What follows belongs to an exercise in optimizing a design on an open flow for small area, a short achievable clock period and few clock cycles; a production flow would make more cautious choices. Only simulation tests tie the RTL to the original design; equivalence was not proved. Power figures rest on the tool's default switching activity, not on a simulated workload.

==> inputs of 09-16 <==
==> flow/design.v <==
module cpu (input clk, input rst,
            output [31:0] imem_addr, input [31:0] imem_rdata,
            output [31:0] dmem_addr, output [31:0] dmem_wdata,
            output dmem_we, output dmem_re, input [31:0] dmem_rdata);
    reg [31:2] pc;
    reg        d_v;
    reg [31:0] ir;
    reg [31:2] d_tgt;
    reg        x_wr, x_lw, x_sw, x_beq, x_sub;
    reg        x_fam, x_fbm, x_fom;    
    reg [4:0]  x_rd;
    reg [31:0] x_a, x_b, x_o;
    reg [31:2] x_tgt;
    reg        m_wr, m_lw, m_sw;
    reg [4:0]  m_rd;
    reg [31:0] m_r, m_sd;
    assign dmem_addr  = m_r;
    assign dmem_wdata = m_sd;
    assign dmem_we    = m_sw;
    assign dmem_re    = m_lw;
    wire [31:0] m_res = m_lw ? dmem_rdata : m_r;
    wire [31:0] a   = x_fam ? m_r : x_a;
    wire [31:0] b   = x_fbm ? m_r : x_b;
    wire [31:0] op2 = x_fom ? m_r : x_o;
    wire [31:0] alu;
    sk_add #(32) alu_add (.a(a), .b(op2 ^ {32{x_sub}}), .ci(x_sub), .s(alu));
    wire taken = x_beq & (a == b);
    wire [31:0] inst = imem_rdata;
    wire f_j    = (inst[31:26] == 6'h02);
    wire f_ubeq = (inst[31:26] == 6'h04) & (inst[25:21] == inst[20:16]);
    wire [31:2] pc4, btgt;
    assign pc4 = pc + 30'd1;
    sk_add #(30) br_add (.a(pc), .b({{14{inst[15]}}, inst[15:0]}), .ci(1'b1), .s(btgt));
    wire [31:2] jtgt = {4'b0000, inst[25:0]};
    wire [5:0] op = ir[31:26];
    wire [4:0] rs = ir[25:21];
    wire [4:0] rt = ir[20:16];
    wire [4:0] rdf = ir[15:11];
    wire d_R    = d_v & (op == 6'h00);
    wire d_addi = d_v & ((op == 6'h08) | (op == 6'h09));
    wire d_lw   = d_v & (op == 6'h23);
    wire d_sw   = d_v & (op == 6'h2B);
    wire d_beq  = d_v & (op == 6'h04);
    wire d_ubeq = d_beq & (rs == rt);
    wire [4:0] d_rd = d_R ? rdf : (d_addi | d_lw) ? rt : 5'd0;
    wire d_wr = (d_R | d_addi | d_lw) & (d_rd != 5'd0);
    reg [31:0] rf_r [1:31];
    reg [31:1] rf_v;
    integer i;
    always @(posedge clk)
        for (i = 1; i < 32; i = i + 1)
            if (m_wr && m_rd == i) rf_r[i] <= m_res;
    always @(posedge clk or posedge rst)
        if (rst) rf_v <= 31'd0;
        else
            for (i = 1; i < 32; i = i + 1)
                if (m_wr && m_rd == i) rf_v[i] <= 1'b1;
    wire [31:0] sa, sb;
    assign sa[0] = m_wr && m_rd == rs;    
    assign sb[0] = m_wr && m_rd == rt;
    genvar k, n;
    generate for (k = 1; k < 32; k = k + 1) begin : sel
        assign sa[k] = rf_v[k] && !(m_wr && m_rd == k) && rs == k;
        assign sb[k] = rf_v[k] && !(m_wr && m_rd == k) && rt == k;
    end endgenerate
    wire [31:0] rsv, rtv;
    generate for (n = 0; n < 32; n = n + 1) begin : col
        wire [31:0] d;
        assign d[0] = m_res[n];
        for (k = 1; k < 32; k = k + 1) begin : rb
            assign d[k] = rf_r[k][n];
        end
        wire [3:0] pa, pb;
        for (k = 0; k < 4; k = k + 1) begin : grp
            ao8 ua (.s(sa[8*k+7:8*k]), .d(d[8*k+7:8*k]), .y(pa[k]));
            ao8 ub (.s(sb[8*k+7:8*k]), .d(d[8*k+7:8*k]), .y(pb[k]));
        end
        assign rsv[n] = |pa;
        assign rtv[n] = |pb;
    end endgenerate
    wire hs = x_wr & (x_rd == rs);
    wire ht = x_wr & (x_rd == rt);
    wire use_rs = d_R | d_addi | d_lw | d_sw | (d_beq & ~d_ubeq);
    wire use_rt = d_R | d_sw | (d_beq & ~d_ubeq);
    wire stall = x_lw & ((hs & use_rs) | (ht & use_rt));
    wire go = ~taken & ~stall;
    always @(posedge clk or posedge rst) begin
        if (rst) begin
            pc <= 30'd0;
            d_v <= 1'b0;
            x_wr <= 1'b0; x_lw <= 1'b0; x_sw <= 1'b0; x_beq <= 1'b0;
            m_wr <= 1'b0; m_lw <= 1'b0; m_sw <= 1'b0;
        end else begin
            if (taken)             pc <= x_tgt;
            else if (stall)        pc <= pc;
            else if (f_j)          pc <= jtgt;
            else if (f_ubeq)       pc <= btgt;
            else                   pc <= pc4;
            if (taken)             d_v <= 1'b0;
            else if (!stall)       d_v <= 1'b1;
            x_wr  <= go & d_wr;
            x_lw  <= go & d_lw;
            x_sw  <= go & d_sw;
            x_beq <= go & d_beq & ~d_ubeq;
            m_wr  <= x_wr;
            m_lw  <= x_lw;
            m_sw  <= x_sw;
        end
    end
    always @(posedge clk) begin
        if (!stall) begin
            ir    <= inst;
            d_tgt <= btgt;
        end
        x_rd  <= d_rd;
        x_sub <= d_R & ir[1];
        x_fam <= hs;
        x_fbm <= ht;
        x_fom <= ht & d_R;
        x_a   <= rsv;
        x_b   <= rtv;
        x_o   <= d_R ? rtv : {{16{ir[15]}}, ir[15:0]};
        x_tgt <= d_tgt;
        m_rd  <= x_rd;
        m_r   <= alu;
        m_sd  <= b;
    end
    assign imem_addr = {pc, 2'b00};
endmodule
module ao8 (input [7:0] s, input [7:0] d, output y);
    assign y = |(s & d);
endmodule
module sk_add #(parameter N = 32) (input [N-1:0] a, input [N-1:0] b, input ci,
                                   output [N-1:0] s);
    wire [N-1:0] g0 = a & b;
    wire [N-1:0] p0 = a ^ b;
    reg  [N-1:0] g, p, gn, pn;
    integer i, l;
    always @* begin
        g = g0;
        p = p0;
        for (l = 0; (1 << l) < N; l = l + 1) begin
            gn = g;
            pn = p;
            for (i = 0; i < N; i = i + 1)
                if ((i >> l) & 1) begin
                    gn[i] = g[i] | (p[i] & g[((i >> l) << l) - 1]);
                    pn[i] = p[i] & p[((i >> l) << l) - 1];
                end
            g = gn;
            p = pn;
        end
    end
    wire [N-1:0] c = {g[N-2:0] | (p[N-2:0] & {(N-1){ci}}), ci};
    assign s = p0 ^ c;
endmodule
==> flow/run.sh <==
#!/bin/bash
# synth_recipe.tcl (not shown) runs the flow's synth.tcl, then flattens the netlist and writes it again
# the make line also repeats each setting of config.mk as NAME=value (left out here)
make -C /OpenROAD-flow-scripts/flow DESIGN_CONFIG=/design/flow/config.mk WORK_HOME=/design/flow/orfs CLKGATE_MAP_FILE= SYNTH_SCRIPT=/design/flow/synth_recipe.tcl finish
==> flow/config.mk <==
export PLATFORM = sky130hd
export DESIGN_NAME = cpu
export DESIGN_NICKNAME = cpu
export VERILOG_FILES = /design/flow/design.v
export SDC_FILE = /design/flow/constraint.sdc
export NUM_CORES = 4
export LEC_CHECK = 0
export CAP_MARGIN = 20
export CELL_PAD_IN_SITES_DETAIL_PLACEMENT = 2
export CELL_PAD_IN_SITES_GLOBAL_PLACEMENT = 2
export CORE_MARGIN = 2
export CORE_UTILIZATION = 35
export CTS_CLUSTER_DIAMETER = 80
export CTS_CLUSTER_SIZE = 18
export PLACE_DENSITY = 0.6
export SETUP_SLACK_MARGIN = 4.8
export SLEW_MARGIN = 20
export SYNTH_HIERARCHICAL = 1
export SYNTH_MINIMUM_KEEP_SIZE = 0
==> flow/constraint.sdc <==
create_clock -name core_clock -period 8.0 [get_ports {clk}]
set_input_delay 1.6000 -clock core_clock [delete_from_list [all_inputs] [get_ports {clk}]]
set_output_delay 1.6000 -clock core_clock [all_outputs]
set_load 0.01 [all_outputs]
==> 11-19 (differences from 09-16) <==
==> flow/design.v, changed modules only <==
module cpu (input clk, input rst,
            output [31:0] imem_addr, input [31:0] imem_rdata,
            output [31:0] dmem_addr, output [31:0] dmem_wdata,
            output dmem_we, output dmem_re, input [31:0] dmem_rdata);
    reg [31:2] pc;
    reg        x_wr, x_lw, x_sw, x_beq, x_sub;
    reg        x_fam, x_fbm;    
    reg        x_oi, x_om, x_ob;    
    reg [4:0]  x_rd;
    reg [31:0] x_a, x_b;
    reg [15:0] x_i;
    reg [31:2] x_tgt;
    reg        m_wr, m_lw, m_sw;
    reg [4:0]  m_rd;
    reg [31:0] m_r, m_sd;
    assign dmem_addr  = m_r;
    assign dmem_wdata = m_sd;
    assign dmem_we    = m_sw;
    assign dmem_re    = m_lw;
    wire [31:0] m_res = m_lw ? dmem_rdata : m_r;
    wire [31:0] a   = x_fam ? m_r : x_a;
    wire [31:0] b   = x_fbm ? m_r : x_b;
    wire [31:0] op2 = ({32{x_oi}} & {{16{x_i[15]}}, x_i}) | ({32{x_om}} & m_r) |
                      ({32{x_ob}} & x_b);
    wire [31:0] alu;
    cs_add alu_add (.a(a), .b(op2 ^ {32{x_sub}}), .ci(x_sub), .s(alu));
    wire eq_ab = (x_a == x_b);
    wire eq_mb = (m_r == x_b);
    wire eq_am = (x_a == m_r);
    wire taken = x_beq & (x_fam ? (x_fbm | eq_mb) : (x_fbm ? eq_am : eq_ab));
    wire [31:0] inst = imem_rdata;
    wire [5:0] op = inst[31:26];
    wire [4:0] rs = inst[25:21];
    wire [4:0] rt = inst[20:16];
    wire [4:0] rdf = inst[15:11];
    wire d_R    = (op == 6'h00);
    wire d_addi = (op == 6'h08) | (op == 6'h09);
    wire d_lw   = (op == 6'h23);
    wire d_sw   = (op == 6'h2B);
    wire d_beq  = (op == 6'h04);
    wire d_j    = (op == 6'h02);
    wire d_ubeq = d_beq & (rs == rt);
    wire [4:0] d_rd = d_R ? rdf : (d_addi | d_lw) ? rt : 5'd0;
    wire d_wr = (d_R | d_addi | d_lw) & (d_rd != 5'd0);
    wire [31:2] pc4, btgt;
    assign pc4 = pc + 30'd1;
    sk_add #(30) br_add (.a(pc), .b({{14{inst[15]}}, inst[15:0]}), .ci(1'b1), .s(btgt));
    wire [31:2] jtgt = {4'b0000, inst[25:0]};
    reg [31:0] rf_r [1:31];
    reg [31:1] rf_e;
    integer i;
    always @(posedge clk)
        for (i = 1; i < 32; i = i + 1)
            if (m_wr && m_rd == i) rf_r[i] <= m_res;
    always @(posedge clk or posedge rst)
        if (rst) rf_e <= 31'd0;
        else
            for (i = 1; i < 32; i = i + 1)
                rf_e[i] <= (rf_e[i] | (m_wr && m_rd == i)) & !(x_wr && x_rd == i);
    wire [31:1] rf_en = rf_e;
    genvar k, n;
    wire [31:0] sa0, sa1, sb0, sb1;
    rdec dec_a0 (.r(rs), .en(rf_en), .we(m_wr), .wa(m_rd), .sel(sa0));
    rdec dec_a1 (.r(rs), .en(rf_en), .we(m_wr), .wa(m_rd), .sel(sa1));
    rdec dec_b0 (.r(rt), .en(rf_en), .we(m_wr), .wa(m_rd), .sel(sb0));
    rdec dec_b1 (.r(rt), .en(rf_en), .we(m_wr), .wa(m_rd), .sel(sb1));
    wire [31:0] rsv, rtv;
    generate for (n = 0; n < 32; n = n + 1) begin : col
        wire [31:0] d;
        assign d[0] = m_res[n];
        for (k = 1; k < 32; k = k + 1) begin : rb
            assign d[k] = rf_r[k][n];
        end
        wire [3:0] pa_n, pb_n;
        for (k = 0; k < 4; k = k + 1) begin : grp
            wire [31:0] sa = (n < 16) ? sa0 : sa1;
            wire [31:0] sb = (n < 16) ? sb0 : sb1;
            aoi8 ua (.s(sa[8*k+7:8*k]), .d(d[8*k+7:8*k]), .y_n(pa_n[k]));
            aoi8 ub (.s(sb[8*k+7:8*k]), .d(d[8*k+7:8*k]), .y_n(pb_n[k]));
        end
        assign rsv[n] = ~&pa_n;
        assign rtv[n] = ~&pb_n;
    end endgenerate
    wire hs = x_wr & (x_rd == rs);
    wire ht = x_wr & (x_rd == rt);
    wire use_rs = d_R | d_addi | d_lw | d_sw | (d_beq & ~d_ubeq);
    wire use_rt = d_R | d_sw | (d_beq & ~d_ubeq);
    wire stall = x_lw & ((hs & use_rs) | (ht & use_rt));
    wire go = ~taken & ~stall;
    wire [31:2] pc_oth = taken ? x_tgt : stall ? pc : d_j ? jtgt : pc4;
    wire sel_b = ~taken & ~stall & ~d_j & d_ubeq;
    wire [31:2] pc_next;
    mux2w #(30) pc_mux (.s(sel_b), .a(pc_oth), .b(btgt), .y(pc_next));
    always @(posedge clk or posedge rst) begin
        if (rst) begin
            pc <= 30'd0;
            x_wr <= 1'b0; x_lw <= 1'b0; x_sw <= 1'b0; x_beq <= 1'b0;
            m_wr <= 1'b0; m_lw <= 1'b0; m_sw <= 1'b0;
        end else begin
            pc <= pc_next;
            x_wr  <= go & d_wr;
            x_lw  <= go & d_lw;
            x_sw  <= go & d_sw;
            x_beq <= go & d_beq & ~d_ubeq;
            m_wr  <= x_wr;
            m_lw  <= x_lw;
            m_sw  <= x_sw;
        end
    end
    always @(posedge clk) begin
        x_rd  <= d_rd;
        x_sub <= d_R & inst[1];
        x_fam <= hs;
        x_fbm <= ht;
        x_oi  <= ~d_R;
        x_om  <= d_R & ht;
        x_ob  <= d_R & ~ht;
        x_a   <= rsv;
        x_b   <= rtv;
        x_i   <= inst[15:0];
        x_tgt <= btgt;
        m_rd  <= x_rd;
        m_r   <= alu;
        m_sd  <= b;
    end
    assign imem_addr = {pc, 2'b00};
endmodule
module aoi8 (input [7:0] s, input [7:0] d, output y_n);
    assign y_n = ~|(s & d);
endmodule
module mux2w #(parameter N = 32) (input s, input [N-1:0] a, input [N-1:0] b, output [N-1:0] y);
    assign y = s ? b : a;
endmodule
module rdec (input [4:0] r, input [31:1] en, input we, input [4:0] wa, output [31:0] sel);
    assign sel[0] = we && wa == r;
    genvar k;
    generate for (k = 1; k < 32; k = k + 1) begin : d
        assign sel[k] = en[k] && r == k;
    end endgenerate
endmodule
module cs_add (input [31:0] a, input [31:0] b, input ci, output [31:0] s);
    wire [16:0] lo;
    wire [15:0] hi0, hi1, hi;
    sk_add #(17) add_lo (.a({1'b0, a[15:0]}), .b({1'b0, b[15:0]}), .ci(ci), .s(lo));
    sk_add #(16) add_h0 (.a(a[31:16]), .b(b[31:16]), .ci(1'b0), .s(hi0));
    sk_add #(16) add_h1 (.a(a[31:16]), .b(b[31:16]), .ci(1'b1), .s(hi1));
    mux2w #(16) hi_sel (.s(lo[16]), .a(hi0), .b(hi1), .y(hi));
    assign s = {hi, lo[15:0]};
endmodule
// module ao8 removed
Settings changed: CELL_PAD_IN_SITES_DETAIL_PLACEMENT 2 to 1, CELL_PAD_IN_SITES_GLOBAL_PLACEMENT 2 to 1, CORE_UTILIZATION 35 to 50, PLACE_DENSITY 0.6 to 0.8, TNS_END_PERCENT set to 0.
==> 08-10 (differences from 09-16) <==
==> flow/design.v, changed modules only <==
module cpu (input clk, input rst,
            output [31:0] imem_addr, input [31:0] imem_rdata,
            output [31:0] dmem_addr, output [31:0] dmem_wdata,
            output dmem_we, output dmem_re, input [31:0] dmem_rdata);
    reg [31:2] pc;
    reg        x_wr, x_lw, x_sw, x_beq, x_sub;
    reg        x_fam, x_fbm;    
    reg        x_imm;           
    reg [4:0]  x_rd;
    reg [31:0] x_a, x_b;
    reg [15:0] x_i;
    reg [31:2] x_tgt;
    reg        m_wr, m_lw, m_sw;
    reg [4:0]  m_rd;
    reg [31:0] m_r, m_sd;
    assign dmem_addr  = m_r;
    assign dmem_wdata = m_sd;
    assign dmem_we    = m_sw;
    assign dmem_re    = m_lw;
    wire [31:0] m_res = m_lw ? dmem_rdata : m_r;
    wire [31:0] a   = x_fam ? m_r : x_a;
    wire [31:0] b   = x_fbm ? m_r : x_b;
    wire [31:0] op2 = x_imm ? {{16{x_i[15]}}, x_i} : b;
    wire [31:0] alu;
    sk_add #(32) alu_add (.a(a), .b(op2 ^ {32{x_sub}}), .ci(x_sub), .s(alu));
    wire taken = x_beq & (a == b);
    wire [31:0] inst = imem_rdata;
    wire [5:0] op = inst[31:26];
    wire [4:0] rs = inst[25:21];
    wire [4:0] rt = inst[20:16];
    wire [4:0] rdf = inst[15:11];
    wire d_R    = (op == 6'h00);
    wire d_addi = (op == 6'h08) | (op == 6'h09);
    wire d_lw   = (op == 6'h23);
    wire d_sw   = (op == 6'h2B);
    wire d_beq  = (op == 6'h04);
    wire d_j    = (op == 6'h02);
    wire d_ubeq = d_beq & (rs == rt);
    wire [4:0] d_rd = d_R ? rdf : (d_addi | d_lw) ? rt : 5'd0;
    wire d_wr = (d_R | d_addi | d_lw) & (d_rd != 5'd0);
    wire [31:2] pc4, btgt;
    assign pc4 = pc + 30'd1;
    sk_add #(30) br_add (.a(pc), .b({{14{inst[15]}}, inst[15:0]}), .ci(1'b1), .s(btgt));
    wire [31:2] jtgt = {4'b0000, inst[25:0]};
    reg [31:0] rf_r [1:31];
    reg [31:1] rf_e;
    integer i;
    always @(posedge clk)
        for (i = 1; i < 32; i = i + 1)
            if (m_wr && m_rd == i) rf_r[i] <= m_res;
    always @(posedge clk or posedge rst)
        if (rst) rf_e <= 31'd0;
        else
            for (i = 1; i < 32; i = i + 1)
                rf_e[i] <= (rf_e[i] | (m_wr && m_rd == i)) & !(x_wr && x_rd == i);
    wire [31:0] sa, sb;
    assign sa[0] = m_wr && m_rd == rs;    
    assign sb[0] = m_wr && m_rd == rt;
    genvar k, n;
    generate for (k = 1; k < 32; k = k + 1) begin : sel
        assign sa[k] = rf_e[k] && rs == k;
        assign sb[k] = rf_e[k] && rt == k;
    end endgenerate
    wire [31:0] rsv, rtv;
    generate for (n = 0; n < 32; n = n + 1) begin : col
        wire [31:0] d;
        assign d[0] = m_res[n];
        for (k = 1; k < 32; k = k + 1) begin : rb
            assign d[k] = rf_r[k][n];
        end
        wire [3:0] pa_n, pb_n;
        for (k = 0; k < 4; k = k + 1) begin : grp
            aoi8 ua (.s(sa[8*k+7:8*k]), .d(d[8*k+7:8*k]), .y_n(pa_n[k]));
            aoi8 ub (.s(sb[8*k+7:8*k]), .d(d[8*k+7:8*k]), .y_n(pb_n[k]));
        end
        assign rsv[n] = ~&pa_n;
        assign rtv[n] = ~&pb_n;
    end endgenerate
    wire hs = x_wr & (x_rd == rs);
    wire ht = x_wr & (x_rd == rt);
    wire use_rs = d_R | d_addi | d_lw | d_sw | (d_beq & ~d_ubeq);
    wire use_rt = d_R | d_sw | (d_beq & ~d_ubeq);
    wire stall = x_lw & ((hs & use_rs) | (ht & use_rt));
    wire go = ~taken & ~stall;
    wire [31:2] pc_oth = taken ? x_tgt : stall ? pc : d_j ? jtgt : pc4;
    wire sel_b = ~taken & ~stall & ~d_j & d_ubeq;
    wire [31:2] pc_next;
    mux2w #(30) pc_mux (.s(sel_b), .a(pc_oth), .b(btgt), .y(pc_next));
    always @(posedge clk or posedge rst) begin
        if (rst) begin
            pc <= 30'd0;
            x_wr <= 1'b0; x_lw <= 1'b0; x_sw <= 1'b0; x_beq <= 1'b0;
            m_wr <= 1'b0; m_lw <= 1'b0; m_sw <= 1'b0;
        end else begin
            pc <= pc_next;
            x_wr  <= go & d_wr;
            x_lw  <= go & d_lw;
            x_sw  <= go & d_sw;
            x_beq <= go & d_beq & ~d_ubeq;
            m_wr  <= x_wr;
            m_lw  <= x_lw;
            m_sw  <= x_sw;
        end
    end
    always @(posedge clk) begin
        x_rd  <= d_rd;
        x_sub <= d_R & inst[1];
        x_fam <= hs;
        x_fbm <= ht;
        x_imm <= ~d_R;
        x_a   <= rsv;
        x_b   <= rtv;
        x_i   <= inst[15:0];
        x_tgt <= btgt;
        m_rd  <= x_rd;
        m_r   <= alu;
        m_sd  <= b;
    end
    assign imem_addr = {pc, 2'b00};
endmodule
module aoi8 (input [7:0] s, input [7:0] d, output y_n);
    assign y_n = ~|(s & d);
endmodule
module mux2w #(parameter N = 32) (input s, input [N-1:0] a, input [N-1:0] b, output [N-1:0] y);
    assign y = s ? b : a;
endmodule
// module ao8 removed
Settings changed: CELL_PAD_IN_SITES_DETAIL_PLACEMENT 2 to 1, CELL_PAD_IN_SITES_GLOBAL_PLACEMENT 2 to 1, CORE_UTILIZATION 35 to 50, PLACE_DENSITY 0.6 to 0.8, TNS_END_PERCENT set to 5.
==> comparison table <==
                                                                         11-19                    09-16                    08-10
Result of the run                                      complete, no violations  complete, no violations  complete, no violations
Comb pwr                                                               2120 uW                  2010 uW                  1610 uW
Share of flip-flops with an asynchronous set or reset                   5.440%                   5.200%                   5.449%
Number of DRC markers in iteration 0                                      7433                     4212                     7573
Startpoint class of the critical path                               input port               input port                     flop
Actual transition at the worst max-transition pin                     1.157 ns                 1.157 ns                 1.025 ns
Worst-case hold path end point                                            m_sw                 x_tgt[4]                     m_sw
CP Class                                                    input port to flop       input port to flop             flop to flop
Count of clock tree sinks                                                 1250                     1327                     1248
Power share of the clock group                                           30.4%                    34.6%                    31.8%
Total number of vias                                                     44847                    42298                    42705
Number of instances in the synthesized netlist                            4072                     3989                     3819
Startpoint of the tightest hold check path                                x_sw                 d_tgt[4]                     x_sw
Critical path peak fanout                                                   16                        6                        8
Crit path time final                                                  3.557 ns                 3.507 ns                 3.643 ns
Post-DR wirelength/cell                                               38.16 um                 36.93 um                 37.74 um
Testbench counts of 09-16, summed over its fixed seeds: cycles 48,361.
Testbench counts of 11-19, summed over its fixed seeds: cycles 47,352.
Testbench counts of 08-10, summed over its fixed seeds: cycles 47,352.

-- separate check: timing with driven ports --
How much do the figures lean on ideal ports? The routed layouts below were timed once more, with nothing changed but the port constraints. Step 1, drivers: a clkbuf_16 drives clk and a buf_2 each remaining input, both assumed. Step 2, shift: input delay + t, output delay - t, t = (earliest + latest rising clock arrival at the registers) / 2. This alone moves slack from input paths to output paths. a / b / c = ideal / step 1 / step 2; a / b = the first two.
run	t, ns	setup slack, ns	worst setup path after step 2	latest minus earliest clock arrival (ns)	worst register clock-pin slew, ns
09-16	0.838	4.493 / 4.550 / 3.712	input to register	0.047 / 0.046	0.09 / 0.09
11-19	0.764	4.443 / 4.482 / 3.717	input to register	0.042 / 0.041	0.09 / 0.09
08-10	0.760	4.357 / 4.357 / 3.703	input to register	0.051 / 0.051	0.10 / 0.10
After both steps every run listed still meets setup and hold. The setup slack of 09-16, which loses most, moves by +0.057 ns with the drivers and by -0.781 ns with both steps.
